Background: an optimization exercise with open tools, aiming at a short achievable clock period and few clock cycles. Do not read the settings as production practice.
RTL that was checked went through simulation tests only; none was proved equivalent to the original.
The RTL of run 1 was laid out without a check of its function.
Power is estimated from default activity; no workload was simulated.

<file path="design/flow/run.sh">
#!/bin/bash
# synth_recipe.tcl (not shown) runs the flow's synth.tcl, then flattens the netlist and writes it again
# the make line also repeats each setting of config.mk as NAME=value (left out here)
make -C /OpenROAD-flow-scripts/flow DESIGN_CONFIG=/design/flow/config.mk WORK_HOME=/design/flow/orfs CLKGATE_MAP_FILE= SYNTH_SCRIPT=/design/flow/synth_recipe.tcl finish
</file>
<file path="design/flow/design.v">
module flopr # (parameter WIDTH = 8)
(input clk, reset,load,
input [WIDTH-1:0] d,
output [WIDTH-1:0] q);
reg [WIDTH-1:0] data;
assign q = data;
always @ (posedge clk)
begin
if(reset)
	data <= 0;
else if(load)
	data <= d;
end
endmodule 
module mux2 # (parameter WIDTH = 8)
(input [WIDTH-1:0] d0, d1, input s,
output [WIDTH-1:0] y);
assign y = s ? d1 : d0;
endmodule
module acc_mux #(parameter N = 8)
(input [N-1:0]d0,d1,d2,d3,
input [1:0] sel,
output reg [N-1:0] out);
always@(*)
	begin 
		case(sel)
		2'b00: out <= d0;
		2'b01: out <= d1;
		2'b10: out <= d2;
		2'b11: out <= d3;
		default: out <= d0;
		endcase
	end
endmodule
module jump_mux #(parameter N = 6)
(input[N-1:0] d0,d1,d2,d3,
input [1:0] sel,
output reg [N-1:0] out);
always@(*)
 begin
	case(sel)
	2'b00: out <= d0;
	2'b01: out <= d1;
	2'b10: out <= d2;
	2'b11: out <= d3;
	default: out <= d1;
	endcase
 end
endmodule 
module pcplus(input[5:0] d,
output [5:0] q);
assign q = d + 6'd1; 
endmodule
module relplus(input[5:0] a,b,
output[5:0] OUT);
assign OUT =  a + {3'b000,b[2:0]};
endmodule 
module relminus(input[5:0]a,b,
output[5:0] OUT);
assign OUT =  a - {3'b000,b[2:0]};
endmodule 
module alu (a,b,sel, out);
    input [7:0] a,b;
    input [2:0] sel; 
    output reg [7:0] out;
    always @ (*) 
    begin 
        case(sel) 
         3'b000: out = a; 
			3'b001: out = a & b; 	
         3'b010: out = a | b;  
			3'b011: out = ~a;    
         3'b100: out = a + b;
			3'b101: out = a - b;
			3'b110: out = a + 8'd1;
			3'b111: out = a - 8'd1;
			default: out = a;  
        endcase
    end
endmodule
module shifter(a,sel,out);
	input [7:0] a;
	input [1:0] sel;
	output reg [7:0] out;
	always@(*)
	begin
		case(sel)
		2'b00:out = a;
		2'b01:out = a << 1;
		2'b10:out = a >> 1;
		2'b11:out = {a[0],a[7:1]};
		default: out = a;
	endcase
	end
endmodule 
module regfile(input[7:0] D,input[2:0] address ,input we,clock,reset,
output [7:0] out);
reg [7:0] register [7:0];
integer i;
always@(posedge clock)
begin
	if(reset)
	begin
		for(i = 0; i < 8; i = i + 1)
			register[i] <= 8'd0;
	end
	else if(we)
	begin
		register[address] <= D; 
	end
end
assign out = register[address];
endmodule 
module datapath(input clk,reset,
				input [7:0] readdata,
				input IRload,
				input [1:0] Jmpmuxsel,
				input PCload,
				input MemInst,
				input MRload,
				input [1:0] Asel,
				input Aload,
				input RFwr,
				input [2:0] ALUsel,
				input [1:0] Shiftsel,
				input outen,
				input [7:0] IN,
				output [7:0] accout,
				output [7:0]OUT,
				output [7:0] INSTR,
				output [5:0] address 
				);				
wire [7:0] result,rfout;
wire [7:0] aluout;
wire [7:0] amux_out; 
wire [5:0] MAout;
wire [5:0] PCout,pos_sign,neg_sign,PCplusone;
wire [5:0] JMPmuxOut; 
flopr #(8) IR (clk,reset,IRload,readdata,INSTR);
flopr #(6) MA (clk,reset,MRload,readdata[5:0],MAout);
flopr #(6) PC(clk,reset,PCload,JMPmuxOut,PCout);
relplus pos(PCout,INSTR[5:0],pos_sign);
relminus min(PCout,INSTR[5:0],neg_sign);
pcplus pcplusone(PCout,PCplusone);
jump_mux #(6) JMPmux(PCplusone,readdata[5:0],neg_sign,pos_sign,Jmpmuxsel,JMPmuxOut);
mux2 #(6) MemMux(PCout,MAout,MemInst,address);
acc_mux #(8) accmux4(result,rfout,IN,readdata,Asel,amux_out);
flopr #(8) accumlator(clk,reset,Aload,amux_out,accout);
regfile RF(accout,INSTR[2:0],RFwr,clk,reset,rfout);
alu ALU(accout,rfout,ALUsel,aluout);
shifter shiftReg(aluout,Shiftsel,result);
flopr #(8) OUTREG(clk,reset,outen,accout,OUT);
endmodule
module controller(input clk,reset,
			     input [7:0] instr,
				  input [7:0] A,
				  output MemWr,
				  output [1:0] JMPmux,Shiftsel,Asel,
				  output IRload,MRload,PCload,MemInst,Aload,RFwr,OutEn,
				  output [2:0] ALUsel,
				  output halted
				  );
wire [5:0] present;
reg [5:0] next;
reg [5:0] next_c;
reg [16:0] bits;
localparam FETCH = 6'd0,
		   DECODE = 6'd1,
			NOP = 6'd2,
		   LDA = 6'd3,
		   STA = 6'd4,
		   LDM = 6'd5,
		   STM = 6'd6,
		   LDI = 6'd7,
		   AND = 6'd8,
		   OR = 6'd9,
		   ADD = 6'd10,
		   SUB = 6'd11,
		   NOT = 6'd12,
		   INC = 6'd13,
		   DEC = 6'd14,
		   SHFL = 6'd15,
		   SHFR = 6'd16,
		   ROTR = 6'd17,
		   IN = 6'd18,
		   OUT = 6'd19,
		   HALT = 6'd20,
		   JMP = 6'd21,
		   JMPR = 6'd22,
		   JZ = 6'd23,
		   JZR = 6'd24,
		   JNZ = 6'd25,
		   JNZR = 6'd26,
		   JP = 6'd27,
		   JPR = 6'd28,
		   LDMC2 = 6'd29,
		   STMC2 = 6'd30;
assign present = reset ? 6'd0 : next;
always@(posedge clk)
begin
	if(reset)
		next <= 6'd0;
	else
		next <= next_c;
end
always@(*)
begin
			bits = 17'd0;
			next_c = 6'd0;
			case(present)
				FETCH:
					begin					
						bits = 17'b10001000000000000;
						next_c = DECODE;
					end
				DECODE:
				begin
						bits = 17'd0;
					if(instr == 8'b0000_0000)
						next_c = NOP;
					else if(instr[7:4] == 4'b0001)
						next_c = LDA;
					else if(instr[7:4] == 4'b0010)
						next_c = STA;
					else if(instr[7:4] == 4'b0011)
						next_c = LDM;
					else if(instr[7:4] == 4'b0100)
						next_c = STM;
					else if(instr[7:4] == 4'b0101)
						next_c = LDI;
					else if(instr[7:4] == 4'b1010)
						next_c = AND;
					else if(instr[7:4] == 4'b1011)
						next_c = OR;
					else if(instr[7:4] == 4'b1100)
						next_c = ADD;
					else if(instr[7:4] == 4'b1101)
						next_c = SUB;
					else if(instr == 8'b1110_0000)
						next_c = NOT;
					else if(instr == 8'b1110_0001)
						next_c = INC;
					else if(instr == 8'b1110_0010)
						next_c = DEC;
					else if(instr == 8'b1110_0011)
						next_c = SHFL;
					else if(instr == 8'b1110_0100)
						next_c = SHFR;
					else if(instr == 8'b1110_0101)
						next_c = ROTR;
					else if(instr == 8'b1111_0000)
						next_c = IN;
					else if(instr == 8'b1111_0001)
						next_c = OUT;
					else if(instr == 8'b1111_0010)
						next_c = HALT;
					else if(instr[7:4] == 4'b0110)
					begin
						if(instr[3:0] == 4'd0)
							next_c = JMP;
						else
							next_c = JMPR;
					end
					else if(instr[7:4] == 4'b0111)
					begin
						if(instr[3:0] == 4'd0)
							next_c = JZ;
						else
							next_c = JZR;
					end
					else if(instr[7:4] == 4'b1000)
					begin
						if(instr[3:0] == 4'd0)
							next_c = JNZ;
						else 
							next_c = JNZR;
					end					
					else if(instr[7:4] == 4'b1001)
					begin
						if(instr[3:0]== 4'd0)	
							next_c = JP;
						else	
							next_c = JPR;
					end
					else 
						next_c = FETCH;
				end
				NOP:
					begin
						bits = 17'b00000000000000000;
						next_c = FETCH;
					end
				LDA:
					begin
						bits = 17'b00000000110000000;
						next_c = FETCH;
					end
				STA:
					begin
						bits = 17'b00000000001000000;
						next_c = FETCH;
					end
				LDM:
					begin
						bits = 17'b01001000000000000;
						next_c = LDMC2;
					end
				STM:
					begin 
						bits = 17'b01001000000000000;
						next_c = STMC2;
					end
				LDI:
					begin
						bits = 17'b00001001110000000;
						next_c = FETCH;
					end
				AND:
					begin
						bits = 17'b00000000010001000;
						next_c = FETCH;
					end
				OR:
					begin
						bits = 17'b00000000010010000;
						next_c = FETCH;
					end
				ADD:
					begin
						bits = 17'b00000000010100000;
						next_c = FETCH;
					end
				SUB:
					begin
						bits = 17'b00000000010101000;
						next_c = FETCH;
					end
				NOT:
					begin
						bits = 17'b00000000010011000;
						next_c = FETCH;
					end
				INC:
					begin
						bits = 17'b00000000010110000;
						next_c = FETCH;
					end
				DEC:
					begin
						bits = 17'b00000000010111000;
						next_c = FETCH;
					end
				SHFL:
					begin
						bits = 17'b00000000010000010;
						next_c = FETCH;
					end
				SHFR:
					begin
						bits = 17'b00000000010000100;
						next_c = FETCH;
					end
				ROTR:
					begin
						bits = 17'b00000000010000110;
						next_c = FETCH;
					end
				IN:
					begin
						bits = 17'b00000001010000000;
						next_c = FETCH;
					end
				OUT:
					begin
						bits = 17'b00000000000000001;
						next_c = FETCH;
					end
				HALT:
					begin
						bits = 17'd0;
						next_c = HALT;
					end
				LDMC2:
					begin
						bits = 17'b00000101110000000;
						next_c = FETCH;
					end
				STMC2:
					begin
						bits = 17'b00000110000000000;
						next_c = FETCH;
					end
				JMP:
					begin
						bits = 17'b00011000000000000;
						next_c = FETCH;
					end
				JMPR:
					begin
						if(instr[3:0] == 4'd0)
							bits = 17'd0;
						else
						begin
							if(instr[3] == 1'd0) 
								bits = 17'b00111000000000000;
							else 
								bits = 17'b00101000000000000;
						end
					next_c = FETCH;
					end
				JZ:
					begin
						if(A == 8'b0)
							bits = 17'b00011000000000000;
						else  
							bits = 17'b00001000000000000;
						next_c = FETCH;
					end
				JZR:
					begin
						if(A == 8'b0 && instr[3:0]!= 4'd0)
							begin
								if(instr[3] == 1'd0) 
									bits = 17'b00111000000000000;
								else 
									bits = 17'b00101000000000000;
							end
						else 
							bits =17'd0;
						next_c = FETCH;
					end
				JNZ:
					begin
						if(A != 8'b0)
							bits = 17'b00011000000000000;
						else
							bits = 17'b00001000000000000;
						next_c = FETCH;
					end
				JNZR:
					begin
						if(A!=8'b0 && instr[3:0] != 4'd0)
							begin
								if(instr[3] == 1'd0) 
									bits = 17'b00111000000000000;
								else 
									bits = 17'b00101000000000000;
							end
						else  
							bits = 17'd0;
						next_c = FETCH;
					end
				JP:
					begin
						if(A[7] == 1'd0 && A !=8'd0 ) 
							bits = 17'b00011000000000000;
						else  
							bits = 17'b00001000000000000;
						next_c = FETCH;
					end
				JPR:
					begin
						if(A[7] == 1'd0 && instr[3:0] != 4'd0)
							begin
								if(instr[3] == 1'd0) 
									bits = 17'b00111000000000000;
								else 
									bits = 17'b00101000000000000;
							end
						else  
							bits = 17'd0;
					next_c = FETCH;
					end
			default:
				begin
					bits = 17'd0;
					next_c = FETCH;
				end
			endcase
end
assign IRload = bits[16];
assign MRload = bits[15];
assign JMPmux = bits[14:13];
assign PCload = bits[12];
assign MemInst = bits[11];
assign MemWr = bits[10];
assign Asel = bits[9:8];
assign Aload = bits [7];
assign RFwr = bits [6];
assign ALUsel = bits [5:3];
assign Shiftsel = bits [2:1];
assign OutEn = bits[0];
assign halted = (present == HALT);	
endmodule 
module my_cpu(input clk,reset,
output[5:0] address,
output memWr,
output[7:0] writedata,
input [7:0] readdata,IN,
output [7:0] OUT,
output halted
);
integer i;
genvar gi;
reg m_o;             
reg m_d;             
reg k_ldi, k_ldm, k_stm, k_jmp, k_jcc;    
reg ld_d;            
reg [5:0] addr;      
reg [5:0] addr_o;    
reg [5:0] ret;       
reg [5:0] alt;       
reg [5:0] ipc;       
reg wr, hlt;
reg [7:0] A, WD, B, OUTr, opnd;    
reg [7:0] R [0:7];
reg xv;
reg x_b, x_and, x_or, x_add, x_sub, x_not, x_inc, x_dec, x_shl, x_shr, x_rot, x_in, x_opnd;
reg x_awe;           
reg x_out, x_sta;
reg [2:0] x_r;       
reg bv, bpred;       
reg [4:0] bc;        
reg       c_v [0:1];
reg [5:0] c_tag [0:1];
reg [5:0] c_qa [0:1];
reg [7:0] c_d [0:1];
reg       c_lru;
assign address = addr_o;
assign memWr = wr;
assign writedata = WD;
assign OUT = OUTr;
assign halted = hlt;
wire [7:0] d = readdata;
wire [3:0] hi = d[7:4];
wire [3:0] lo = d[3:0];
wire mf = !m_o && !m_d;      
wire z = (A == 8'd0);
wire n = A[7];
function cond_of(input [4:0] c, input zf, input nf);
	cond_of = c[0] | (c[1] & zf) | (c[2] & !zf) | (c[3] & !nf & !zf) | (c[4] & !nf);
endfunction
wire misp = bv && (cond_of(bc, z, n) != bpred);
wire fv = mf && !misp;       
wire [7:0] r_add = A + B;
wire [7:0] r_sub = A - B;
wire [7:0] r_inc = A + 8'd1;
wire [7:0] r_dec = A - 8'd1;
wire [7:0] a_res = ({8{x_b}}   & B)       | ({8{x_and}} & (A & B)) |
                   ({8{x_or}}  & (A | B)) | ({8{x_add}} & r_add)   |
                   ({8{x_sub}} & r_sub)   | ({8{x_not}} & ~A)      |
                   ({8{x_inc}} & r_inc)   | ({8{x_dec}} & r_dec)   |
                   ({8{x_shl}} & {A[6:0], 1'b0}) |
                   ({8{x_shr}} & {1'b0, A[7:1]}) |
                   ({8{x_rot}} & {A[0], A[7:1]}) |
                   ({8{x_in}}  & IN)      | ({8{x_opnd}} & opnd);
wire a_we = ((x_awe & xv) | ld_d) & !hlt;
wire [7:0] a_next = ld_d ? d : a_res;
wire st_we = x_sta & xv & !hlt;
wire op_lda = hi == 4'h1;
wire op_sta = hi == 4'h2;
wire op_ldm = hi == 4'h3;
wire op_stm = hi == 4'h4;
wire op_ldi = hi == 4'h5;
wire op_and = hi == 4'hA;
wire op_or  = hi == 4'hB;
wire op_add = hi == 4'hC;
wire op_sub = hi == 4'hD;
wire op_not = d == 8'hE0;
wire op_inc = d == 8'hE1;
wire op_dec = d == 8'hE2;
wire op_shl = d == 8'hE3;
wire op_shr = d == 8'hE4;
wire op_rot = d == 8'hE5;
wire op_in  = d == 8'hF0;
wire op_out = d == 8'hF1;
wire op_hlt = d == 8'hF2;
wire op_br  = hi[3:2] == 2'b01 && hi[1] == 1'b1 || hi[3:1] == 3'b100;    
wire lo0 = lo == 4'd0;
wire op_abs = op_br && lo0;
wire op_rel = op_br && !lo0;
wire [4:0] f_bc = {(hi == 4'h9) & !lo0, (hi == 4'h9) & lo0, hi == 4'h8, hi == 4'h7, hi == 4'h6};
wire stable = !x_awe;        
wire [3:0] c_abs = {!n && !z, !z, z, 1'b1};
wire [3:0] c_rel = {!n, !z, z, 1'b1};
wire [3:0] p_rel = 4'b1011;                  
wire [3:0] t_rel = stable ? c_rel : p_rel;   
wire [3:0] r_abs = {stable, stable, stable, 1'b1};   
wire [1:0] row = hi[1:0] ^ 2'b10;            
wire hit0 = c_v[0] && c_tag[0] == addr;
wire hit1 = c_v[1] && c_tag[1] == addr;
wire chit = hit0 | hit1;
wire [7:0] cdat = hit0 ? c_d[0] : c_d[1];
wire [5:0] a_p1 = addr + 6'd1;
wire [5:0] a_p2 = addr + 6'd2;
wire [5:0] a_rel [0:15];
generate for (gi = 0; gi < 16; gi = gi + 1) begin : rel
	if (gi < 8)
		assign a_rel[gi] = addr + 6'd1 + gi;
	else
		assign a_rel[gi] = addr + 6'd1 - (gi - 8);
end endgenerate
wire [5:0] rel_addr = a_rel[lo];
wire [5:0] c_p1 = chit ? cdat[5:0] : a_p1;
wire [5:0] abs_nx [0:3];
generate for (gi = 0; gi < 4; gi = gi + 1) begin : absn
	assign abs_nx[gi] = (r_abs[gi] && !c_abs[gi]) ? a_p2 : c_p1;
end endgenerate
reg [5:0] f_next;    
always @(*) begin
	case (hi)
	4'h3, 4'h4: f_next = c_p1;
	4'h5: f_next = chit ? a_p2 : a_p1;
	4'h6, 4'h7, 4'h8, 4'h9:
		if (lo0) f_next = abs_nx[row];
		else f_next = t_rel[row] ? rel_addr : a_p1;
	default: f_next = a_p1;
	endcase
end
wire [5:0] o_next = k_ldi ? ret : (k_jcc && !cond_of(bc, z, n)) ? ret : d[5:0];
wire [5:0] addr_next = m_o ? o_next : m_d ? ret : misp ? alt : f_next;
always @(posedge clk) begin
	if (reset) begin
		m_o <= 1'b0; m_d <= 1'b0; ld_d <= 1'b0;
		k_ldi <= 1'b0; k_ldm <= 1'b0; k_stm <= 1'b0; k_jmp <= 1'b0; k_jcc <= 1'b0;
		addr <= 6'd0; addr_o <= 6'd0;
		wr <= 1'b0; hlt <= 1'b0;
		A <= 8'd0; WD <= 8'd0; OUTr <= 8'd0;
		for (i = 0; i < 8; i = i + 1) R[i] <= 8'd0;
		xv <= 1'b0;
		x_b <= 1'b0; x_and <= 1'b0; x_or <= 1'b0; x_add <= 1'b0; x_sub <= 1'b0;
		x_not <= 1'b0; x_inc <= 1'b0; x_dec <= 1'b0; x_shl <= 1'b0; x_shr <= 1'b0;
		x_rot <= 1'b0; x_in <= 1'b0; x_opnd <= 1'b0; x_awe <= 1'b0; x_out <= 1'b0;
		x_sta <= 1'b0; bv <= 1'b0;
		c_lru <= 1'b0;
		for (i = 0; i < 2; i = i + 1) c_v[i] <= 1'b0;
	end else begin
		if (a_we) A <= a_next;
		WD <= a_we ? a_next : A;
		if (st_we) R[x_r] <= A;
		if (x_out && xv && !hlt) OUTr <= A;
		addr <= addr_next;
		addr_o <= addr_next;
		xv <= !misp;
		x_b   <= mf & op_lda; x_and <= mf & op_and; x_or  <= mf & op_or;
		x_add <= mf & op_add; x_sub <= mf & op_sub; x_not <= mf & op_not;
		x_inc <= mf & op_inc; x_dec <= mf & op_dec; x_shl <= mf & op_shl;
		x_shr <= mf & op_shr; x_rot <= mf & op_rot; x_in  <= mf & op_in;
		x_out <= mf & op_out; x_sta <= mf & op_sta;
		x_opnd <= mf & op_ldi & chit;
		x_awe <= mf & (op_lda | op_and | op_or | op_add | op_sub | op_not | op_inc |
		         op_dec | op_shl | op_shr | op_rot | op_in | (op_ldi & chit));
		x_r <= d[2:0];
		B <= (st_we && x_r == d[2:0]) ? A : R[d[2:0]];
		opnd <= cdat;
		if (fv && op_hlt) hlt <= 1'b1;
		if (m_o) begin
			c_v[c_lru] <= 1'b1; c_tag[c_lru] <= ipc; c_qa[c_lru] <= addr; c_d[c_lru] <= d;
			c_lru <= !c_lru;
			m_o <= 1'b0;
			m_d <= k_ldm | k_stm;
			ld_d <= k_ldm;
			wr <= k_stm & !hlt;
			bv <= 1'b0;
		end else if (m_d) begin
			m_d <= 1'b0;
			ld_d <= 1'b0;
			wr <= 1'b0;
			bv <= 1'b0;
			if (wr) begin
				for (i = 0; i < 2; i = i + 1)
					if (c_qa[i] == addr) c_v[i] <= 1'b0;
			end
		end else begin
			k_ldi <= op_ldi; k_ldm <= op_ldm; k_stm <= op_stm;
			k_jmp <= op_abs; k_jcc <= op_abs && !r_abs[row];
			bc <= f_bc;
			ret <= a_p2;
			ipc <= addr;
			m_o <= fv & !chit & (op_ldi | op_ldm | op_stm | (op_abs & c_abs[row] | op_abs & !r_abs[row]));
			m_d <= fv & chit & (op_ldm | op_stm);
			ld_d <= fv & ((chit & op_ldm) | (!chit & op_ldi));
			wr <= fv & chit & op_stm & !hlt;
			bv <= fv & op_br & (lo0 ? (chit & !r_abs[row]) : (row != 2'd0 && !stable));
			bpred <= lo0 | t_rel[row];
			alt <= lo0 ? a_p2 : t_rel[row] ? a_p1 : rel_addr;
			if ((op_ldi | op_ldm | op_stm | op_abs) & chit & fv) c_lru <= hit0;
		end
	end
end
endmodule
</file>
<file path="design/flow/config.mk">
export PLATFORM = sky130hd
export DESIGN_NAME = my_cpu
export DESIGN_NICKNAME = my_cpu
export VERILOG_FILES = /design/flow/design.v
export SDC_FILE = /design/flow/constraint.sdc
export NUM_CORES = 4
export LEC_CHECK = 0
export CAP_MARGIN = 20
export CORE_MARGIN = 2
export CORE_UTILIZATION = 40
export SETUP_SLACK_MARGIN = 3.0
export SLEW_MARGIN = 20
</file>
<file path="design/flow/constraint.sdc">
create_clock -name core_clock -period 5.0 [get_ports {clk}]
set_input_delay 1.0000 -clock core_clock [delete_from_list [all_inputs] [get_ports {clk}]]
set_output_delay 1.0000 -clock core_clock [all_outputs]
set_load 0.01 [all_outputs]
</file>
==> results of run 1 <==
-- layout make-up --
cell class                 count  share of cell area (%)
timing repair buffer         273                    16.8
inverter                      43                    1.40
tap                          341                    2.71
sequential                   198                    34.9
clock buffer                  19                    2.82
multi-input combinational    722                    40.3
timing repair inverter         1                  0.0477
clock inverter                13                   0.986
-- worst max-delay path: cells and delay by family --
kind,cells,cell delay (ns)
buffers and inverters,1,0.08
AOI/OAI and AO/OA,5,0.74
and+or+nand+nor,5,1.01
adders and majority gates,1,0.20
-- where the power goes --
group	switching, mW	internal, mW	leakage, nW	total, mW
sequential	0.0512	1.83	1.88	1.88
combinational	0.487	0.451	3.60	0.938
clock	0.699	0.730	0.294	1.43
-- state kept, by name, indices dropped and copies added, names as in the netlist, 8 cells and up --
register	count
c_d	16
c_qa	12
OUTr	8
A	8
opnd	8
B	8
c_tag	12
R	64
-- routing by layer --
layer | vias up | wire (um) | share of wire, %
li1 | 4355 | - | -
met2 | 526 | 17700 | 47
met3 | 101 | 2760 | 7.4
met1 | 4791 | 15700 | 42
met4 | 0 | 1300 | 3.5
met5 | - | 0 | 0
-- logic make-up (layout without fill, tap and decap cells) --
group	after synthesis	count (layout)	synth area share (%)
buf+inv	123	349	4.54
mux	47	48	6.32
fa+ha+maj	41	41	4.95
xor+xnor	55	55	4.40
compound gates	253	253	15.6
simple gates	322	325	14.6
flops	198	198	49.5
-- per-stage QoR --
step           setup WS, ns  util [%]  hold WS (ns)
2_1_floorplan          1.83         -         0.421
3_3_place_gp          0.946      44.9         0.422
3_5_place_dp          0.854      44.9         0.439
4_1_cts                2.14      55.5         0.454
5_1_grt                2.03      58.4         0.462
6_report               2.14      58.4         0.452
-- path summary, 6_finish.rpt --
path / start / endpoint / depth (start not counted)
setup / recovery: readdata[1] / alt[5] / 12
hold / removal: ipc[5] / c_tag[1][5] / 0
setup reg to reg: addr[2] / alt[5] / 14
hold reg to reg: ipc[5] / c_tag[1][5] / 0
-- timing repair --
| action | 4_1_cts | 5_1_grt |
|---|---|---|
| gates cloned | 7 | 1 |
| setup endpoints to repair | 255 | 130 |
| buffers inserted | 159 | 49 |
| gates resized for setup | 321 | 113 |
| pin swaps | 69 | 50 |
-- cells in the mapped netlist, drive strengths merged (5+ instances only) --
library cell and n:
xor2 16, a31oi 7, clkbuf 61, mux2i 19
edfxtp 146, mux2 12, nand2b 17, o21ai 43
ha 37, dfxtp 52, xnor2 39, a21o 5
nor4 22, nor2 87, nand4 10, or3 5
o211ai 11, or2 7, o221ai 5, nor3 74
a221oi 14, a21oi 81, buf 19, o22ai 7
nand3b 5, o31ai 6, inv 43, a22oi 10
a222oi 5, nand2 54, nand3 17, mux4 16
a211oi 7, nor2b 8
==> run notes, run 1 <==
GRT:
- Entering global routing, the biggest net connects 33 pins.
- The peak-usage layer in the global routing report is met2.
- In the global route stage, met3 resource usage came out at 4.01%.
- For met1 alone, demand over resource in global routing was 35.8%.
- The number of global-route vias before repair is 9355.
- In the global route stage, met2 resource usage came out at 42.0%.
- After global routing the overflow that remains totals 0.
- The initial antenna violation count was 0.
- For this run, the total global-route usage over all layers was measured as 26.0%.
- The first global-routing pass estimated 56500 um of wire.

Placed design:
- Detailed placement ended at an HPWL of 21800 um.
- Counting tap cells, the placed design contains a total of 1362 instances.
- The post-place instance area is 12100 um^2.
- The count of buffers added on input and output ports is 41.
- The final RePlAce weighted congestion is 0.898.

Route:
- The routed wire length is 37400 um.
- In the final routed layout, each cell accounts on average for 23.2 um.
- The detailed-route DRC error count is 0.
- The first detailed-routing pass ran for 5 iterations.
- The via count of the routed design is 9773.
- The via density per instance is 6.07.
- The detailed router's first-iteration violation count is 1023.
- The number of nets with antenna violations after detailed routing is 0.

Floorplanning:
- After floorplanning, the core was divided into 60 placement rows.
- 42 I/O pins were placed.
- The floorplan step set the die width to 170 um.
- Once the floorplan was initialized, standard cells occupied 40.7% of the core.
- The area of the die is 28700 um^2.
- The core region is 27000 um^2.
- Measured along the y axis, the die boundary spans 170 um.

Layout:
- The synthesis-to-layout area growth is 43.5%.
- The proportion of layout cells with a drive suffix above 1 is 44.5%.
- After filler insertion, the fill cell instance count of the layout stands at 2125.
- The finished cells cover 15700 um^2.
- Leaving out fill and tap cells, the most frequent cell in the layout is sky130_fd_sc_hd__buf_4.
- The final cell count without fillers is 1610.
- Summing all multi-input logic gate instances after layout gives 6340 um^2.
- After the last flow step, the layout net total stands at 1315.
- The repair_antennas step left the layout with diodes totalling 0.
- Leaving out fill and tap cells, the most frequent cells in the layout are sky130_fd_sc_hd__buf_4, sky130_fd_sc_hd__edfxtp_1, sky130_fd_sc_hd__nor2_1.
- In the final layout, flip-flops and latches occupy 5490 um^2.

CTS:
- CTS built an H-tree with a depth of 4.
- The clock insertion delay at the later pin of the skew report is 0.45 ns.
- The clock root buffer is sky130_fd_sc_hd__clkbuf_16.
- The clock buffer count from CTS is 17.
- The maximum count of clock buffers along a single path is 2.
- TritonCTS built the clock tree.
- The clock transition time at the flip-flop clock pins of the worst setup and hold paths is 0.09 ns.
- The number of hold-repair buffers added at the cts stage is 0.
- The clock net in this run drives a total of 198 sinks.

Setup path:
- At the worst endpoint, the arrival time is 3.06 ns.
- The top fanout value on the critical path is 4.
- Walking the worst path, the cells encountered are buf_12 -> nor2b_4 -> and2_4 -> ha_4 -> nor2b_1 -> o21a_1 -> or4b_1 -> a21oi_1 -> o31a_1 -> nor3_2 -> a21oi_1 -> o21ai_1.
- The worst setup path is captured at a register.
- The setup check on the worst reg-to-reg path leaves a slack of 2.16 ns.
- The slowest library cell on the worst path is sky130_fd_sc_hd__or4b_1.
- The cell seen most often among critical-path stages is sky130_fd_sc_hd__a21oi_1.
- The critical path class is in -> reg.
- The startpoint kind of the worst setup timing path is an input pin.
- At the worst endpoint, the required time is 5.20 ns.
- For this run, the slowest stage of the critical path takes 0.48 ns.

Synth:
- The share of async-settable or async-resettable flops after synthesis is 0%.
- Counting flops and latches in the post-synthesis netlist gives 198.
- The primary flip-flop cell chosen by synthesis mapping is sky130_fd_sc_hd__edfxtp_1.
- The share of synthesized area occupied by flip-flops and latches is 49.5%.
- The leading area contributor after synthesis is sky130_fd_sc_hd__edfxtp_1.
- Yosys attributes the largest share of cell area to sky130_fd_sc_hd__edfxtp_1, sky130_fd_sc_hd__dfxtp_1, sky130_fd_sc_hd__ha_1, sky130_fd_sc_hd__a21oi_1, sky130_fd_sc_hd__nor3_1.
- The number of nets in the synthesized netlist is 1098.
- The synthesized area divided by synthesized cell count is 10.5 um^2.
- The netlist area before placement is 11000 um^2.
- The number of distinct standard cells referenced by the synthesized netlist is 83.
- After technology mapping, the gate count stands at 1039.
- The count of synthesis-stage warnings from yosys is 1.
- The number of enable-type register cells in the synthesized netlist is 146.
- The top-area cell type share of the netlist area is 40.0%.

Power and ir drop:
- The maximum VDD drop is 225 uV.
- The total power is 4.25 mW.
- Power spread over the standard cell area amounts to 270 nW/um^2.
- Summed over all cells, the static leakage comes to 5.77 nW.

STA:
- On the final layout, the worst clock skew is 0.0184 ns.
- The clock period minus worst slack is 2.86 ns.
- The final hold violation count came to 0.
- For this run, the top clock speed supported by timing is 350 MHz.
- The measured slew at the worst slew-check pin is 0.744 ns.
- The max-slew violation total from the final report was 0.
- The worst slew margin relative to its limit is 50.2%.
- The total negative slack is 0 ns.
- After layout, the worst path uses 57.2% of the clock period.
- Setup repair after global routing could not meet its margin everywhere.
- Setup violations remaining at the end of the flow were counted as 0.

Run status:
- The run finished with no timing, DRC or antenna violations.

Min path:
- The kind of path behind the tightest hold check is reg -> reg.

Job:
- Across the run, the number of max-cap violations was 0.
==> run 2, diff against run 1 <==
--- a/design/flow/design.v
+++ b/design/flow/design.v
@@ -506,18 +506,15 @@
 reg m_d;             
 reg k_ldi, k_ldm, k_stm, k_jmp, k_jcc;    
-reg ld_d;            
 reg [5:0] addr;      
-reg [5:0] addr_o;    
 reg [5:0] ret;       
 reg [5:0] alt;       
 reg [5:0] ipc;       
 reg wr, hlt;
-reg [7:0] A, WD, B, OUTr, opnd;    
+reg [7:0] A, B, OUTr, opnd;
 reg [7:0] R [0:7];
-reg xv;
 reg x_b, x_and, x_or, x_add, x_sub, x_not, x_inc, x_dec, x_shl, x_shr, x_rot, x_in, x_opnd;
 reg x_awe;           
-reg x_out, x_sta;
-reg [2:0] x_r;       
+reg x_out;
+reg [7:0] x_sta;
 reg bv, bpred;       
 reg [4:0] bc;        
@@ -527,7 +524,7 @@
 reg [7:0] c_d [0:1];
 reg       c_lru;
-assign address = addr_o;
+assign address = addr;
 assign memWr = wr;
-assign writedata = WD;
+assign writedata = A;
 assign OUT = OUTr;
 assign halted = hlt;
@@ -535,5 +532,4 @@
 wire [3:0] hi = d[7:4];
 wire [3:0] lo = d[3:0];
-wire mf = !m_o && !m_d;      
 wire z = (A == 8'd0);
 wire n = A[7];
@@ -542,20 +538,20 @@
 endfunction
 wire misp = bv && (cond_of(bc, z, n) != bpred);
-wire fv = mf && !misp;       
+wire fv = !m_o && !m_d && !misp;           
 wire [7:0] r_add = A + B;
 wire [7:0] r_sub = A - B;
 wire [7:0] r_inc = A + 8'd1;
 wire [7:0] r_dec = A - 8'd1;
-wire [7:0] a_res = ({8{x_b}}   & B)       | ({8{x_and}} & (A & B)) |
-                   ({8{x_or}}  & (A | B)) | ({8{x_add}} & r_add)   |
-                   ({8{x_sub}} & r_sub)   | ({8{x_not}} & ~A)      |
-                   ({8{x_inc}} & r_inc)   | ({8{x_dec}} & r_dec)   |
-                   ({8{x_shl}} & {A[6:0], 1'b0}) |
-                   ({8{x_shr}} & {1'b0, A[7:1]}) |
-                   ({8{x_rot}} & {A[0], A[7:1]}) |
-                   ({8{x_in}}  & IN)      | ({8{x_opnd}} & opnd);
-wire a_we = ((x_awe & xv) | ld_d) & !hlt;
-wire [7:0] a_next = ld_d ? d : a_res;
-wire st_we = x_sta & xv & !hlt;
+wire ld_d = (m_o & k_ldi) | (m_d & k_ldm);
+wire [7:0] a_next = ({8{x_b}}   & B)       | ({8{x_and}} & (A & B)) |
+                    ({8{x_or}}  & (A | B)) | ({8{x_add}} & r_add)   |
+                    ({8{x_sub}} & r_sub)   | ({8{x_not}} & ~A)      |
+                    ({8{x_inc}} & r_inc)   | ({8{x_dec}} & r_dec)   |
+                    ({8{x_shl}} & {A[6:0], 1'b0}) |
+                    ({8{x_shr}} & {1'b0, A[7:1]}) |
+                    ({8{x_rot}} & {A[0], A[7:1]}) |
+                    ({8{x_in}}  & IN)      | ({8{x_opnd}} & opnd)    |
+                    ({8{ld_d}}  & d);
+wire a_we = x_awe | ld_d;
 wire op_lda = hi == 4'h1;
 wire op_sta = hi == 4'h2;
@@ -577,15 +573,9 @@
 wire op_hlt = d == 8'hF2;
 wire op_br  = hi[3:2] == 2'b01 && hi[1] == 1'b1 || hi[3:1] == 3'b100;    
-wire lo0 = lo == 4'd0;
-wire op_abs = op_br && lo0;
-wire op_rel = op_br && !lo0;
-wire [4:0] f_bc = {(hi == 4'h9) & !lo0, (hi == 4'h9) & lo0, hi == 4'h8, hi == 4'h7, hi == 4'h6};
-wire stable = !x_awe;        
-wire [3:0] c_abs = {!n && !z, !z, z, 1'b1};
-wire [3:0] c_rel = {!n, !z, z, 1'b1};
-wire [3:0] p_rel = 4'b1011;                  
-wire [3:0] t_rel = stable ? c_rel : p_rel;   
-wire [3:0] r_abs = {stable, stable, stable, 1'b1};   
-wire [1:0] row = hi[1:0] ^ 2'b10;            
+wire op_abs = op_br && lo == 4'd0;
+wire op_rel = op_br && lo != 4'd0;
+wire [4:0] f_bc = {(hi == 4'h9) & op_rel, (hi == 4'h9) & op_abs, hi == 4'h8, hi == 4'h7, hi == 4'h6};
+wire cond_now = cond_of(f_bc, z, n);
+wire stable = !x_awe || hi == 4'h6;
 wire hit0 = c_v[0] && c_tag[0] == addr;
 wire hit1 = c_v[1] && c_tag[1] == addr;
@@ -602,88 +592,108 @@
 end endgenerate
 wire [5:0] rel_addr = a_rel[lo];
-wire [5:0] c_p1 = chit ? cdat[5:0] : a_p1;
-wire [5:0] abs_nx [0:3];
-generate for (gi = 0; gi < 4; gi = gi + 1) begin : absn
-	assign abs_nx[gi] = (r_abs[gi] && !c_abs[gi]) ? a_p2 : c_p1;
+wire [7:0] r_eff [0:7];
+generate for (gi = 0; gi < 8; gi = gi + 1) begin : reff
+	assign r_eff[gi] = x_sta[gi] ? A : R[gi];
 end endgenerate
-reg [5:0] f_next;    
-always @(*) begin
-	case (hi)
-	4'h3, 4'h4: f_next = c_p1;
-	4'h5: f_next = chit ? a_p2 : a_p1;
-	4'h6, 4'h7, 4'h8, 4'h9:
-		if (lo0) f_next = abs_nx[row];
-		else f_next = t_rel[row] ? rel_addr : a_p1;
-	default: f_next = a_p1;
-	endcase
-end
-wire [5:0] o_next = k_ldi ? ret : (k_jcc && !cond_of(bc, z, n)) ? ret : d[5:0];
-wire [5:0] addr_next = m_o ? o_next : m_d ? ret : misp ? alt : f_next;
 always @(posedge clk) begin
 	if (reset) begin
-		m_o <= 1'b0; m_d <= 1'b0; ld_d <= 1'b0;
+		m_o <= 1'b0; m_d <= 1'b0;
 		k_ldi <= 1'b0; k_ldm <= 1'b0; k_stm <= 1'b0; k_jmp <= 1'b0; k_jcc <= 1'b0;
-		addr <= 6'd0; addr_o <= 6'd0;
+		addr <= 6'd0; ret <= 6'd0; alt <= 6'd0; ipc <= 6'd0;
 		wr <= 1'b0; hlt <= 1'b0;
-		A <= 8'd0; WD <= 8'd0; OUTr <= 8'd0;
+		A <= 8'd0; B <= 8'd0; OUTr <= 8'd0; opnd <= 8'd0;
 		for (i = 0; i < 8; i = i + 1) R[i] <= 8'd0;
-		xv <= 1'b0;
 		x_b <= 1'b0; x_and <= 1'b0; x_or <= 1'b0; x_add <= 1'b0; x_sub <= 1'b0;
 		x_not <= 1'b0; x_inc <= 1'b0; x_dec <= 1'b0; x_shl <= 1'b0; x_shr <= 1'b0;
 		x_rot <= 1'b0; x_in <= 1'b0; x_opnd <= 1'b0; x_awe <= 1'b0; x_out <= 1'b0;
-		x_sta <= 1'b0; bv <= 1'b0;
+		x_sta <= 8'd0; bv <= 1'b0; bpred <= 1'b0; bc <= 5'd0;
 		c_lru <= 1'b0;
-		for (i = 0; i < 2; i = i + 1) c_v[i] <= 1'b0;
-	end else begin
+		for (i = 0; i < 2; i = i + 1) begin
+			c_v[i] <= 1'b0; c_tag[i] <= 6'd0; c_qa[i] <= 6'd0; c_d[i] <= 8'd0;
+		end
+	end else if (!hlt) begin
 		if (a_we) A <= a_next;
-		WD <= a_we ? a_next : A;
-		if (st_we) R[x_r] <= A;
-		if (x_out && xv && !hlt) OUTr <= A;
-		addr <= addr_next;
-		addr_o <= addr_next;
-		xv <= !misp;
-		x_b   <= mf & op_lda; x_and <= mf & op_and; x_or  <= mf & op_or;
-		x_add <= mf & op_add; x_sub <= mf & op_sub; x_not <= mf & op_not;
-		x_inc <= mf & op_inc; x_dec <= mf & op_dec; x_shl <= mf & op_shl;
-		x_shr <= mf & op_shr; x_rot <= mf & op_rot; x_in  <= mf & op_in;
-		x_out <= mf & op_out; x_sta <= mf & op_sta;
-		x_opnd <= mf & op_ldi & chit;
-		x_awe <= mf & (op_lda | op_and | op_or | op_add | op_sub | op_not | op_inc |
-		         op_dec | op_shl | op_shr | op_rot | op_in | (op_ldi & chit));
-		x_r <= d[2:0];
-		B <= (st_we && x_r == d[2:0]) ? A : R[d[2:0]];
+		for (i = 0; i < 8; i = i + 1)
+			if (x_sta[i]) R[i] <= A;
+		if (x_out) OUTr <= A;
+		B <= r_eff[d[2:0]];
+		x_b <= 1'b0; x_and <= 1'b0; x_or <= 1'b0; x_add <= 1'b0; x_sub <= 1'b0;
+		x_not <= 1'b0; x_inc <= 1'b0; x_dec <= 1'b0; x_shl <= 1'b0; x_shr <= 1'b0;
+		x_rot <= 1'b0; x_in <= 1'b0; x_opnd <= 1'b0; x_awe <= 1'b0; x_out <= 1'b0;
+		x_sta <= 8'd0; bv <= 1'b0;
+		m_o <= 1'b0; m_d <= 1'b0; wr <= 1'b0;
+		k_ldi <= op_ldi; k_ldm <= op_ldm; k_stm <= op_stm; k_jmp <= 1'b0; k_jcc <= 1'b0;
+		bc <= f_bc;
 		opnd <= cdat;
-		if (fv && op_hlt) hlt <= 1'b1;
+		ret <= a_p2;
+		ipc <= addr;
 		if (m_o) begin
+			k_ldi <= k_ldi; k_ldm <= k_ldm; k_stm <= k_stm; bc <= bc;
+			ret <= ret; ipc <= ipc;
 			c_v[c_lru] <= 1'b1; c_tag[c_lru] <= ipc; c_qa[c_lru] <= addr; c_d[c_lru] <= d;
 			c_lru <= !c_lru;
-			m_o <= 1'b0;
-			m_d <= k_ldm | k_stm;
-			ld_d <= k_ldm;
-			wr <= k_stm & !hlt;
-			bv <= 1'b0;
+			if (k_ldi) addr <= ret;
+			else if (k_jcc) addr <= cond_of(bc, z, n) ? d[5:0] : ret;
+			else addr <= d[5:0];
+			if (k_ldm | k_stm) m_d <= 1'b1;
+			if (k_stm) wr <= 1'b1;
 		end else if (m_d) begin
-			m_d <= 1'b0;
-			ld_d <= 1'b0;
-			wr <= 1'b0;
-			bv <= 1'b0;
+			addr <= ret;
 			if (wr) begin
 				for (i = 0; i < 2; i = i + 1)
 					if (c_qa[i] == addr) c_v[i] <= 1'b0;
 			end
+		end else if (misp) begin
+			addr <= alt;
 		end else begin
-			k_ldi <= op_ldi; k_ldm <= op_ldm; k_stm <= op_stm;
-			k_jmp <= op_abs; k_jcc <= op_abs && !r_abs[row];
-			bc <= f_bc;
-			ret <= a_p2;
-			ipc <= addr;
-			m_o <= fv & !chit & (op_ldi | op_ldm | op_stm | (op_abs & c_abs[row] | op_abs & !r_abs[row]));
-			m_d <= fv & chit & (op_ldm | op_stm);
-			ld_d <= fv & ((chit & op_ldm) | (!chit & op_ldi));
-			wr <= fv & chit & op_stm & !hlt;
-			bv <= fv & op_br & (lo0 ? (chit & !r_abs[row]) : (row != 2'd0 && !stable));
-			bpred <= lo0 | t_rel[row];
-			alt <= lo0 ? a_p2 : t_rel[row] ? a_p1 : rel_addr;
-			if ((op_ldi | op_ldm | op_stm | op_abs) & chit & fv) c_lru <= hit0;
+			if (op_hlt) hlt <= 1'b1;
+			x_b   <= op_lda; x_and <= op_and; x_or  <= op_or;
+			x_add <= op_add; x_sub <= op_sub; x_not <= op_not;
+			x_inc <= op_inc; x_dec <= op_dec; x_shl <= op_shl;
+			x_shr <= op_shr; x_rot <= op_rot; x_in  <= op_in;
+			x_out <= op_out;
+			x_awe <= op_lda | op_and | op_or | op_add | op_sub | op_not | op_inc |
+			         op_dec | op_shl | op_shr | op_rot | op_in | (op_ldi & chit);
+			for (i = 0; i < 8; i = i + 1)
+				x_sta[i] <= op_sta && d[2:0] == i;
+			addr <= a_p1;
+			if (op_ldi) begin
+				if (chit) begin x_opnd <= 1'b1; addr <= a_p2; c_lru <= hit0; end
+				else m_o <= 1'b1;
+			end
+			if (op_ldm | op_stm) begin
+				if (chit) begin
+					m_d <= 1'b1; addr <= cdat[5:0]; c_lru <= hit0;
+					if (op_stm) wr <= 1'b1;
+				end else m_o <= 1'b1;
+			end
+			if (op_abs) begin
+				if (stable) begin
+					if (cond_now) begin
+						if (chit) begin addr <= cdat[5:0]; c_lru <= hit0; end
+						else begin m_o <= 1'b1; k_jmp <= 1'b1; end
+					end else
+						addr <= a_p2;
+				end else begin
+					if (chit) begin
+						addr <= cdat[5:0]; c_lru <= hit0;
+						bv <= 1'b1; bpred <= 1'b1; alt <= a_p2;
+					end else begin
+						m_o <= 1'b1; k_jcc <= 1'b1;
+					end
+				end
+			end
+			if (op_rel) begin
+				if (stable) begin
+					if (cond_now) addr <= rel_addr;
+				end else begin
+					bv <= 1'b1;
+					if (hi != 4'h7) begin
+						bpred <= 1'b1; addr <= rel_addr; alt <= a_p1;
+					end else begin
+						bpred <= 1'b0; alt <= rel_addr;
+					end
+				end
+			end
 		end
 	end
--- a/design/flow/config.mk
+++ b/design/flow/config.mk
@@ -8,5 +8,6 @@
 export CAP_MARGIN = 20
 export CORE_MARGIN = 2
-export CORE_UTILIZATION = 40
-export SETUP_SLACK_MARGIN = 3.0
+export CORE_UTILIZATION = 55
+export PLACE_DENSITY = 0.7
+export SETUP_SLACK_MARGIN = 3.5
 export SLEW_MARGIN = 20
==> run notes, run 2 <==
Run status:
- The run finished with no timing, DRC or antenna violations.

Synth:
- Yosys attributes the largest share of cell area to sky130_fd_sc_hd__dfxtp_1, sky130_fd_sc_hd__edfxtp_1, sky130_fd_sc_hd__nor2_1, sky130_fd_sc_hd__mux2i_1, sky130_fd_sc_hd__a21oi_1.
- The area share of and/or/nand/nor cells after synthesis came to 20.5% (+5.9 points).
- The commonest cells after synthesis are sky130_fd_sc_hd__nor2_1, sky130_fd_sc_hd__dfxtp_1, sky130_fd_sc_hd__a21oi_1.
- The number of nets in the synthesized netlist is 1533 (+40%).
- The share of async-settable or async-resettable flops after synthesis was 0% (unchanged).
- The adder-cell share of the synthesized area is 4.50% (-0.45 points).
- The post-synthesis share of cell area spent on xor and xnor gates was 4.87% (+0.47 points).
- The synthesized area divided by synthesized cell count is 8.18 um^2 (-22%).
- The most frequent cell after synthesis is sky130_fd_sc_hd__nor2_1.
- The top-area cell type share of the netlist area was 26.6% (-13 points).
- The compound-gate portion of the synthesized area is 21.3% (+5.6 points).
- The biggest area contributor in the post-synthesis netlist is sky130_fd_sc_hd__dfxtp_1.
- The share of synthesized area occupied by flip-flops and latches is 36.5% (-13 points).
- The number of instances in the synthesized netlist is 1474 (+42%).
- The netlist area before placement came to 12100 um^2 (+10%).
- The number of register bits inferred by synthesis is 200 (+1.0%).
- The count of synthesis-stage warnings from yosys was 2 (+1).
- The primary flip-flop cell chosen by synthesis mapping is sky130_fd_sc_hd__dfxtp_1.
- The number of distinct standard cells referenced by the synthesized netlist is 85 (+2.4%).
- The main combinational cell family by area after synthesis is compound AO/OA/AOI/OAI gates.
- The mux cell area share after synthesis is 6.70% (+0.38 points).
- The number of enable-type register cells in the synthesized netlist came to 40 (-73%).

Floorplanning:
- The initial core utilization is 55.6% (+15 points).
- The die width is 152 um (-10%).
- The die outline height is 152 um (-10%).
- The area of the die is 23100 um^2 (-20%).
- The number of rows created at floorplan is 54 (-10%).
- The area of the core region is 21700 um^2 (-20%).
- The I/O pin count is 42 (unchanged).

Power and ir drop:
- The total power is 4.52 mW (+6.4%).
- The maximum VDD drop is 188 uV (-16%).
- The total power divided by cell area was 260 nW/um^2 (-3.9%).
- The cell leakage power is 6.52 nW (+13%).

STA:
- The final hold violation count is 0 (unchanged).
- The clock period minus worst slack came to 2.89 ns (+0.0326 ns).
- The post-route clock period utilization is 57.8% (+0.65 points).
- The worst clock skew on the final layout came to 0.0126 ns (-0.00586 ns).
- The max-slew violation total from the final report is 0 (unchanged).
- The worst slew margin relative to its limit is 44.5% (-5.8 points).
- The highest clock rate came to 346 MHz (-1.1%).
- The total negative slack came to 0 ns (unchanged).
- The measured slew at the worst slew-check pin is 0.832 ns (+0.0877 ns).
- The minimum hold slack is 0.460 ns (+0.00882 ns).
- Setup repair after global routing could not meet its margin everywhere.
- The number of failing setup endpoints in the final timing report is 0 (unchanged).

CTS:
- The clock insertion delay at the later pin of the skew report is 0.47 ns (+0.02 ns).
- The clock transition time at the flip-flop clock pins of the worst setup and hold paths came to 0.09 ns (about the same).
- The number of levels in the clock H-tree is 4 (unchanged).
- The clock buffer count from CTS is 17 (unchanged).
- The maximum count of clock buffers along a single path came to 2 (unchanged).
- The clock sink count is 200 (+1.0%).
- The clock root buffer is sky130_fd_sc_hd__clkbuf_16.
- The number of hold-repair buffers added at the cts stage was 0 (unchanged).
- TritonCTS built the clock tree.

Min path:
- For hold timing, the worst endpoint is ret[2].
- The kind of path behind the tightest hold check is reg -> reg.
- The number of cells traversed by the worst hold path came to 2 (+2).
- The start point of the worst hold path is ret[2].

GRT:
- The overall overflow remaining after global route was 0 (unchanged).
- The number of global-route vias before repair is 11900 (+27%).
- The initial antenna violation count was 0 (unchanged).
- The largest net degree at the start of global routing is 106 (+220%).
- The wire length of the first global-routing pass is 69800 um (+23%).
- The combined global-route utilization of all metal layers is 38.3% (+12 points).

Layout:
- The final cell count without fillers is 1951 (+21%).
- The largest register by flop count is R.
- From synthesis to final layout, the design area changed by 44.5%.
- The proportion of layout cells with a drive suffix above 1 is 36.8% (-7.7 points).
- In the final layout, the registers with the most flip-flops are R (64), c_d (16).
- The number of flip-flops in the largest register was 64 (unchanged).
- The most common cell after layout, fill and taps aside is sky130_fd_sc_hd__nor2_1.
- The final layout net count is 1717 (+31%).
- The top cell types in the final layout, fill and taps aside, are sky130_fd_sc_hd__nor2_1, sky130_fd_sc_hd__buf_4, sky130_fd_sc_hd__dfxtp_1.
- The fill cell total of the finished layout is 1276 (-40%).
- The number of diodes is 0 (unchanged).

Route:
- The number of nets with antenna violations after detailed routing is 0 (unchanged).
- The detailed-route DRC error count came to 0 (unchanged).
- The detailed router's first-iteration violation count is 2262 (+120%).
- The routed wire length per instance is 26.3 um (+13%).
- The routed wire length is 51400 um (+37%).
- The number of optimization iterations in the first detailed-route pass is 10 (+5).
- The via density per instance is 6.92 (+14%).
- The via count of the routed design was 13500 (+38%).

Setup path:
- The worst setup slack for register-to-register paths is 2.11 ns (-0.05 ns).
- The data arrival at the endpoint of the critical path is 3.21 ns (+0.15 ns).
- The end of the worst register-to-register path is alt[4].
- The top fanout value on the critical path was 4 (unchanged).
- The required time of the critical path came to 5.32 ns (+0.12 ns).
- STA classifies the critical path endpoint as a register.
- STA classifies the critical path startpoint as a register.
- The worst register-to-register path begins at addr[1].
- The depth of the worst register-to-register path is 12 (-2).
- The setup path with the least slack is of type reg -> reg.

Placed design:
- The final RePlAce weighted congestion was 0.994 (+11%).
- The post-placement cell count is 1688 (+24%).
- The detailed placement HPWL is 25500 um (+17%).
- The number of port buffers is 41 (unchanged).

Job:
- The max-cap violation count is 0 (unchanged).
## run 2: cell count changes after synthesis, moves of 42 or more
cell	change
sky130_fd_sc_hd__a21oi_1	+67
sky130_fd_sc_hd__dfxtp_1	+108
sky130_fd_sc_hd__clkbuf_1	+42
sky130_fd_sc_hd__edfxtp_1	-106
sky130_fd_sc_hd__nor2_1	+144
sky130_fd_sc_hd__mux2i_1	+56
## run 2: cell type report
cell class,instances,area [um^2],share of cell area (%)
clock buffers,17,425,2.44
repair inverters,1,8.76,0.0503
multi-input cells,1112,8600,49.3
clock inverters,15,193,1.11
inverters,41,241,1.39
well taps,280,350,2.01
repair buffers,285,3140,18.0
flip-flops and latches,200,4480,25.7
## run 2: cell families after synthesis
| group | Yosys count |
|---|---|
| and+or+nand+nor | 521 |
| adders and majority gates | 41 |
| buffers and inverters | 172 |
| muxes | 80 |
| AOI/OAI and AO/OA | 393 |
| xor gates and xnor gates | 67 |
| DFF | 200 |
## run 2: power by group
part           switching [mW]  total, mW  internal [mW]
registers              0.0662       1.75           1.69
logic                   0.686       1.27          0.588
clock network           0.804       1.50          0.692
total                    1.56       4.52           2.97
## run 2: how the worst max path moves through the flow
stage / slack, ns / startpoint / cells past startpoint / end
floorplan: 1.71 / readdata[2] / 13 / alt[5]
global placement: 0.74 / readdata[1] / 12 / alt[5]
detailed placement: 0.67 / readdata[1] / 12 / alt[5]
CTS: 2.30 / readdata[1] / 12 / alt[5]
global route: 2.13 / addr[1] / 13 / alt[4]
finish: 2.11 / addr[1] / 12 / alt[4]
## run 2: metrics by stage
stage	utilization, %	setup WS, ns	cell area, um^2
6_report	80.4	2.11	17400
5_1_grt	80.4	2.13	17400
4_1_cts	74.6	2.30	16200
3_5_place_dp	59.6	0.667	12900
3_3_place_gp	59.6	0.741	12900
2_1_floorplan	-	1.71	13000
## run 2: layer usage
metal	routed length (um)	global-route usage, %	vias to the layer above
li1	-	-	5645
met1	19200	55.2	6322
met2	21500	55.3	1195
met3	7470	9.93	347
met4	3220	14.2	0
met5	0	0	-
## run 2: critical path, cell delays in order, from the launching register on
cell and delay [ns]:
sky130_fd_sc_hd__dfxtp_4 0.40, sky130_fd_sc_hd__ha_2 0.21, sky130_fd_sc_hd__nand3_1 0.13, sky130_fd_sc_hd__xor2_2 0.34, sky130_fd_sc_hd__inv_2 0.13, sky130_fd_sc_hd__ha_1 0.33
sky130_fd_sc_hd__xnor2_1 0.28, sky130_fd_sc_hd__o22ai_2 0.15, sky130_fd_sc_hd__a221oi_2 0.23, sky130_fd_sc_hd__buf_4 0.20, sky130_fd_sc_hd__a21oi_2 0.06, sky130_fd_sc_hd__o22ai_1 0.15
sky130_fd_sc_hd__a311oi_1 0.13
## run 2: what timing repair did
action,in CTS,in global routing
endpoints found under the setup margin,264,238
resized for setup,452,138
cloned,18,6
setup buffers,140,67
pin swaps,95,87
Testbench counts of run 2, summed over its fixed seeds: cycles 51,525.
==> run 3, diff against run 2 <==
--- a/design/flow/config.mk
+++ b/design/flow/config.mk
@@ -8,6 +8,5 @@
 export CAP_MARGIN = 20
 export CORE_MARGIN = 2
-export CORE_UTILIZATION = 55
-export PLACE_DENSITY = 0.7
-export SETUP_SLACK_MARGIN = 3.5
+export CORE_UTILIZATION = 40
+export SETUP_SLACK_MARGIN = 3.0
 export SLEW_MARGIN = 20
==> run notes, run 3 <==
Min path:
- The number of cells traversed by the worst hold path came to 2 (unchanged).
- The start point of the worst hold path is R[7][2].
- The worst hold path terminates at R[7][2].
- The tightest min-delay check is of the reg -> reg type.

Synth:
- The count of synthesis-stage warnings from yosys came to 2 (unchanged).
- The most frequent cell after synthesis is sky130_fd_sc_hd__nor2_1.
- The netlist area before placement is 12100 um^2 (unchanged).
- Ranked by instance count, the synthesized netlist is headed by sky130_fd_sc_hd__nor2_1, sky130_fd_sc_hd__dfxtp_1, sky130_fd_sc_hd__a21oi_1.
- The number of nets in the synthesized netlist is 1533 (unchanged).
- Among all flip-flop cells after synthesis, the most frequent one is sky130_fd_sc_hd__dfxtp_1.
- The number of instances in the synthesized netlist was 1474 (unchanged).
- After synthesis, the cell types taking the most area are sky130_fd_sc_hd__dfxtp_1, sky130_fd_sc_hd__edfxtp_1, sky130_fd_sc_hd__nor2_1, sky130_fd_sc_hd__mux2i_1, sky130_fd_sc_hd__a21oi_1.
- The share of synthesized area occupied by flip-flops and latches is 36.5% (unchanged).
- The top-area cell type share of the netlist area is 26.6% (unchanged).
- The leading area contributor after synthesis is sky130_fd_sc_hd__dfxtp_1.
- The number of register bits inferred by synthesis is 200 (unchanged).
- The synthesized area divided by synthesized cell count is 8.18 um^2 (unchanged).
- The number of enable-type register cells in the synthesized netlist is 40 (unchanged).
- The number of distinct standard cells referenced by the synthesized netlist is 85 (unchanged).
- The share of async-settable or async-resettable flops after synthesis is 0% (unchanged).

Placed design:
- The final RePlAce weighted congestion came to 0.935 (-5.9%).
- The detailed placement HPWL is 27100 um (+6.6%).
- The number of port buffers was 41 (unchanged).
- The post-placement cell count is 1803 (+6.8%).

Setup path:
- The required time of the critical path came to 5.32 ns (about the same).
- The worst setup slack for register-to-register paths is 2.33 ns (+0.22 ns).
- The data arrival at the endpoint of the critical path is 3.09 ns (-0.12 ns).
- The worst register-to-register path ends at alt[4].
- The sort of element at the end of the critical path is a register.
- The startpoint kind of the worst setup timing path is an input pin.
- In this run the critical register-to-register path is launched from addr[1].
- The depth of the worst register-to-register path came to 12 (unchanged).
- The top fanout value on the critical path is 7 (+3).
- The critical path class is in -> reg.

GRT:
- The number of global-route vias before repair was 11400 (-4.7%).
- The largest net degree at the start of global routing is 105 (-0.94%).
- The initial antenna violation count came to 0 (unchanged).
- The wire length of the first global-routing pass was 68100 um (-2.4%).
- The combined global-route utilization of all metal layers was 28.3% (-10 points).
- The overall overflow remaining after global route is 0 (unchanged).

Route:
- The number of optimization iterations in the first detailed-route pass is 8 (-2).
- The detailed router's first-iteration violation count is 1393 (-38%).
- The via density per instance is 5.98 (-14%).
- The routed wire length is 45700 um (-11%).
- The routed wire length per instance is 22.4 um (-15%).
- The number of nets with antenna violations after detailed routing was 0 (unchanged).
- The via count of the routed design is 12200 (-9.5%).
- The detailed-route DRC error count is 0 (unchanged).

STA:
- The clock period minus worst slack came to 2.78 ns (-0.116 ns).
- The measured slew at the worst slew-check pin is 0.680 ns (-0.152 ns).
- The number of failing setup endpoints in the final timing report came to 0 (unchanged).
- The total negative slack was 0 ns (unchanged).
- The max-slew violation total from the final report is 0 (unchanged).
- The worst slew margin relative to its limit was 54.7% (+10 points).
- Setup repair after global routing could not meet its margin everywhere.
- The final hold violation count came to 0 (unchanged).
- The post-route clock period utilization is 55.5% (-2.3 points).
- The minimum hold slack is 0.455 ns (-0.00547 ns).
- The worst clock skew on the final layout is 0.0147 ns (+0.00211 ns).
- The highest clock rate was 360 MHz (+4.2%).

Layout:
- The number of diodes is 0 (unchanged).
- The largest registers in the layout are R (64), c_d (16).
- The number of flip-flops in the largest register is 64 (unchanged).
- Ranked by flip-flop count, first place goes to R.
- The final cell count without fillers was 2042 (+4.7%).
- The proportion of layout cells with a drive suffix above 1 was 34.1% (-2.7 points).
- The most common cell after layout, fill and taps aside is sky130_fd_sc_hd__nor2_1.
- Leaving out fill and tap cells, the most frequent cells in the layout are sky130_fd_sc_hd__nor2_1, sky130_fd_sc_hd__buf_4, sky130_fd_sc_hd__dfxtp_1.
- The final layout net count is 1698 (-1.1%).
- The synthesis-to-layout area growth is 40.0%.

Power and ir drop:
- The total power divided by cell area is 262 nW/um^2 (+0.98%).
- The cell leakage power came to 6.29 nW (-3.6%).
- The total power was 4.42 mW (-2.2%).
- The maximum VDD drop is 230 uV (+22%).

CTS:
- In this run the clock root is driven by a sky130_fd_sc_hd__clkbuf_16.
- The clock sink count is 200 (unchanged).
- The maximum count of clock buffers along a single path is 2 (unchanged).
- The number of levels in the clock H-tree is 4 (unchanged).
- The clock buffer count from CTS is 17 (unchanged).
- The clock tree from TritonCTS is done.
- The clock transition time at the flip-flop clock pins of the worst setup and hold paths was 0.07 ns (-0.02 ns).
- The clock insertion delay at the later pin of the skew report is 0.45 ns (-0.02 ns).

Floorplanning:
- The initial core utilization was 40.7% (-15 points).
- The die width came to 178 um (+17%).
- The area of the die came to 31600 um^2 (+36%).
- The die outline height is 178 um (+17%).
- The area of the core region is 29600 um^2 (+37%).
- The number of rows created at floorplan is 63 (+17%).
- The I/O pin count is 42 (unchanged).

Run status:
- The run finished with no timing, DRC or antenna violations.

Job:
- The max-cap violation count came to 0 (unchanged).
[run 3: cell counts after synthesis]
Identical to the previous run, type by type.
[run 3: kinds of logic after synthesis]
kind of cell	after synthesis	synth area share [%]
and+or+nand+nor	521	20.5
DFF	200	36.5
adders and majority gates	41	4.50
muxes	80	6.70
xor gates and xnor gates	67	4.87
AOI/OAI and AO/OA	393	21.3
buffers and inverters	172	5.64
[run 3: where the power goes]
part | internal (mW) | switching (mW)
registers | 1.69 | 0.0535
clock network | 0.763 | 0.703
logic | 0.568 | 0.648
total | 3.02 | 1.41
[run 3: per-stage QoR]
| stage | cell area [um^2] | setup WS (ns) | utilization, % |
|---|---|---|---|
| 5_1_grt | 16900 | 2.18 | 57.0 |
| 4_1_cts | 15800 | 2.23 | 53.2 |
| 6_report | 16900 | 2.22 | 57.0 |
| 3_5_place_dp | 12900 | 0.575 | 43.5 |
| 2_1_floorplan | 12400 | 1.71 | - |
| 3_3_place_gp | 12900 | 0.622 | 43.5 |
[run 3: metal layers]
layer  wire length, um  part of all wire, %  track usage, %  vias up
met5                 0                    0               0        -
met4              1550                  3.4            10.3        0
met3              4090                  8.9            6.58      120
li1                  -                    -               -     5583
met1             20200                   44            39.5     5865
met2             19800                   43            42.5      651
[run 3: area by class of cell]
type	count	area (um^2)
clock buffer	20	478
clock inverter	12	133
fill	2612	12800
inverter	41	203
multi-input combinational	1105	8380
sequential	200	4470
tap	390	488
timing repair buffer	274	2730
[run 3: worst max-delay path, stage by stage]
cell                        delay, ns
sky130_fd_sc_hd__buf_12          0.12
sky130_fd_sc_hd__or4_4           0.59
sky130_fd_sc_hd__o221ai_4        0.23
sky130_fd_sc_hd__a311oi_4        0.22
sky130_fd_sc_hd__a211oi_4        0.50
sky130_fd_sc_hd__buf_4           0.21
sky130_fd_sc_hd__a2111oi_4       0.04
sky130_fd_sc_hd__o21bai_1        0.18
[run 3: worst max path at each step]
stage              end         from  depth (start not counted)
3_3_place_gp   addr[3]  readdata[0]                          9
2_1_floorplan   alt[5]  readdata[2]                         13
6_report       addr[1]  readdata[2]                          8
3_5_place_dp   addr[3]  readdata[0]                          9
4_1_cts        addr[3]  readdata[0]                          9
5_1_grt         alt[5]  readdata[3]                         11
[run 3: what timing repair did]
action / in CTS / in global routing
cloned: 9 / 2
pin swaps: 74 / 84
gates resized for setup: 411 / 130
buffers inserted: 131 / 65
setup endpoints to repair: 250 / 161
hold buffers: 0 / 0

what the ideal ports hide:
Ports are ideal in the flow. The routed layouts listed here were re-timed in OpenROAD.
Step 1 sets driving cells, clkbuf_16 on the clock port and buf_2 on the other inputs (assumed; they add their load-dependent delay and slew).
Step 2 moves the port delays by t, midway between the first and last clock arrival at a register: inputs arrive t later, outputs are due t later. That takes back most of the time a late clock gives input paths.
Slacks: ideal / step 1 / step 2; pairs: ideal / step 1.
run | shift t [ns] | slack for setup (ns) | worst setup path after step 2 | slew at the worst register clock pin (ns) | pins driven straight from the clock port
run 1 | 0.488 | 2.141 / 2.123 / 1.635 | input to register | 0.09 / 0.09 | 1
run 2 | 0.508 | 2.108 / 2.108 / 1.604 | input to register | 0.09 / 0.09 | 1
run 3 | 0.498 | 2.224 / 2.180 / 1.682 | input to register | 0.09 / 0.09 | 1
After both steps setup and hold are still met in every run listed. For run 3, which loses most, drivers alone change the setup slack by -0.044 ns; drivers and shift together by -0.542 ns.
